Source: an optimization exercise on an open RTL-to-GDS flow (aim: small area). Production flows keep margins and buffers that such runs may drop. In this exercise RTL edits were held to simulation tests only and were not proved equivalent to the original. Power is estimated from default activity; no workload was simulated.

==> run a: inputs <==
Design nvme_cmd_top, start of the top module:
module nvme_cmd_top #( 
    parameter  BASE_ADDR_XDMA = 64'h4_0000_0000 ,
    parameter  BASE_ADDR_BRAM = 32'ha010_0000 ,
    parameter  BASE_ADDR_BAR = 32'ha000_0000 ,
    parameter  PRPLIST_HEAP = 64'ha012_0000 ,
    parameter  ADDR_WIDTH = 32'd64 ,
    parameter  DATA_WIDTH = 32'd128 ,
    parameter  BLOCK_SIZE_EXP = 20 ,  
    parameter ASQ_ADDR = 32'ha010_0000 ,
    parameter ACQ_ADDR = 32'ha010_1000 ,
    parameter IO_SIZE = 16'h003f ,
    parameter IOSQ_ADDR = 32'ha010_2000 ,
    parameter IOCQ_ADDR = 32'ha010_3000 ,
    parameter idController_ADDR = 32'ha010_4000 ,
    parameter idNamespace_ADDR = 32'ha010_5000
) (  
    input clk_in ,
    input resetb ,
    input link_up ,  
    input init_start ,   
    output init_finish ,  
    input write_in_start , 
    output write_in_start_ack ,
    input write_done_ack ,
    output write_done ,
    input read_in_start ,  
    output read_in_start_ack ,
    input data_transfer_ready ,
    input [63:0]prp1_addr ,
    input [63:0]destLBA_in ,
    input [63:0]bytesToRead_or_Write ,
    input read_done_ack ,
    output read_done ,
    output                           bus_arvalid,
    input                            bus_arready,
    output [63:0]                    bus_araddr,
    output [1:0]                     bus_arburst,
    output [3:0]                     bus_arcache,
  ...
==> module prp_fifo_control, before the edit <==
module prp_fifo_control # (
    parameter DATA_WIDTH = 64 ,
    parameter DDR_BASE_ADDR = 64'h10_0000_0000 ,
    parameter BLOCK_SIZE_EXP = 16 ,
    parameter DDR_PAGE_SIZE_EXP = 12
) (
    input aclk ,
    input aresetn ,
    output prog_full ,
    input fifo_pop ,
    output [14:0] data_count ,
	input [63:0] prp1_addr ,
	input [8:0] length ,
	output [DATA_WIDTH-1:0] data_from_fifo ,
	output fifo_empty ,
	output fifo_underflow 
    );
    reg [63:0] prp_list_data ;
    reg [7:0] prp_cnt ;
    wire empty_n ;
    wire full_n ;
    wire prp_rst = ( aresetn == 1'b0 ) ;
    wire [63:0] prp_base = ( prp_rst || ( prp_cnt == ( ( ( ( 1 << BLOCK_SIZE_EXP ) >> DDR_PAGE_SIZE_EXP ) - 1 ) ) ) ) ? prp1_addr : prp_list_data ;
    assign fifo_empty = 1'b0 ;
    assign prog_full = 1'b0 ;
    assign fifo_underflow = 1'b0 ;
    assign data_from_fifo = prp_list_data ;
    always @ ( posedge aclk )
    begin
        if ( aresetn == 1'b0 )
            prp_cnt <= 8'd1 ;
        else if ( fifo_pop )
            if ( prp_cnt == ( ( ( ( 1 << BLOCK_SIZE_EXP ) >> DDR_PAGE_SIZE_EXP ) - 1 ) ) )
                prp_cnt <= 8'd1 ;
            else
                prp_cnt <= prp_cnt + 8'd1 ;    
        if ( prp_rst || fifo_pop )
            prp_list_data <= prp_base + { 51'd0 , ~ prp_rst , 12'd0 } ;
    end
endmodule
clock: 10.0 ns
lec_check: 0
cap_margin: 0
core_margin: 2
core_utilization: 70
place_density: 0.8
slew_margin: 0
standard.sh (not shown) runs the stock make flow with config.mk's settings and CLKGATE_MAP_FILE= SYNTH_SCRIPT=/design/flow/synth_recipe.tcl, a recipe that flattens the netlist after the stock synthesis.
==> flow/flow/run.sh <==
#!/bin/bash
set -euo pipefail
export BUFFER_PORTS_ARGS="-buffer_cell sky130_fd_sc_hd__buf_1"
export CTS_ARGS="-sink_clustering_enable -repair_clock_nets -dont_use_dummy_load -sink_clustering_size 16 -sink_clustering_max_diameter 60 -buf_list sky130_fd_sc_hd__clkbuf_8"
bash standard.sh > standard_sh.log 2>&1
==> inputs of run b, as changes to run a <==
--- a/flow/design.v
+++ b/flow/design.v
@@ -2100,8 +2100,7 @@
     reg [7:0] prp_cnt ;
     wire empty_n ;
     wire full_n ;
-    wire prp_rst = ( aresetn == 1'b0 ) ;
-    wire [63:0] prp_base = ( prp_rst || ( prp_cnt == ( ( ( ( 1 << BLOCK_SIZE_EXP ) >> DDR_PAGE_SIZE_EXP ) - 1 ) ) ) ) ? prp1_addr : prp_list_data ;
+    wire [63:0] prp_base = ( prp_cnt == ( ( ( ( 1 << BLOCK_SIZE_EXP ) >> DDR_PAGE_SIZE_EXP ) - 1 ) ) ) ? prp1_addr : prp_list_data ;
     assign fifo_empty = 1'b0 ;
     assign prog_full = 1'b0 ;
     assign fifo_underflow = 1'b0 ;
@@ -2115,8 +2114,10 @@
                 prp_cnt <= 8'd1 ;
             else
                 prp_cnt <= prp_cnt + 8'd1 ;    
-        if ( prp_rst || fifo_pop )
-            prp_list_data <= prp_base + { 51'd0 , ~ prp_rst , 12'd0 } ;
+        if ( aresetn == 1'b0 )
+            prp_list_data <= prp1_addr ;
+        else if ( fifo_pop )
+            prp_list_data <= prp_base + 64'h1000 ;
     end
 endmodule
 `timescale 1ns / 1ps
==> flow/flow/run.sh (replaced) <==
#!/bin/bash
set -euo pipefail
export BUFFER_PORTS_ARGS="-buffer_cell sky130_fd_sc_hd__buf_1"
export CTS_ARGS="-sink_clustering_enable -repair_clock_nets -dont_use_dummy_load -sink_clustering_size 24 -sink_clustering_max_diameter 80 -buf_list sky130_fd_sc_hd__clkbuf_16"
bash standard.sh > standard_sh.log 2>&1
--- a/flow/config.mk
+++ b/flow/config.mk
@@ -7,6 +7,6 @@
 export LEC_CHECK = 0
 export CAP_MARGIN = 0
 export CORE_MARGIN = 2
-export CORE_UTILIZATION = 70
-export PLACE_DENSITY = 0.8
+export CORE_UTILIZATION = 65
+export PLACE_DENSITY = 0.75
 export SLEW_MARGIN = 0
==> comparison table <==
                                                                                                run b                                run a
Placed instance count                                                                          11,900                               11,315
Number of antenna violations at the first check in global routing                                  44                                   21
Tapcell count                                                                                   1,890                                1,662
Period utilisation layout                                                                       71.0%                                71.1%
Non-filler instance count after layout                                                         12,037                               11,479
Proportion of synthesized area in mux cells                                                     3.83%                                4.00%
Fraction of standard cell area that is sequential                                               47.3%                                48.8%
Source of the worst hold timing path                               IP_axi_master.wr_resp_st$_DFF_PP0_  nvme_control.NVMERead_d1$_SDFF_PP0_
Maximum clock frequency                                                                     0.141 GHz                            0.141 GHz
Result of the run                                                    no timing/DRC/antenna violations     no timing/DRC/antenna violations
Die Outline Area                                                                          145,000 um2                          132,000 um2
Fraction of power consumed by the clock network                                                 27.4%                                25.1%
Met3 wire len                                                                                 31.9 mm                              35.1 mm
Global-route wire length before repair                                                         453 mm                               426 mm
Simple-gate portion of the synthesized area                                                     17.8%                                16.7%
Post-route met1 wirelength                                                                     111 mm                              98.6 mm
Combinational gate power                                                                      2340 uW                              2490 uW
Post-Synthesis Cells                                                                            9,578                                9,168
DP Wirelength                                                                                  220 mm                               206 mm
Layout multi-input combinational cell count                                                     6,777                                6,439
Met2 Routed Length                                                                             139 mm                               128 mm

-- re-timing with driven ports --
The results above use ideal ports. As a check the final layouts listed here were re-extracted and re-timed, cells and wires unchanged.
Step 1: set_driving_cell puts a clkbuf_16 on clk_in and a buf_2 on each other input, an assumption about the parent block.
Step 2 also shifts input and output timing later by t, the mid clock arrival at the registers, as if the neighbouring blocks saw the same clock.
Slacks: ideal ports / drivers / drivers and shift; pairs: ideal ports / drivers.
run | t (ns) | setup WS [ns] | worst data-port slew with drivers (ns) | pins driven straight from the clock port
run a | 0.983 | 2.889 / 2.801 / 3.014 | 0.27 | 1
run b | 0.807 | 2.900 / 2.815 / 3.477 | 0.29 | 1
After both steps every run listed still meets setup and hold.
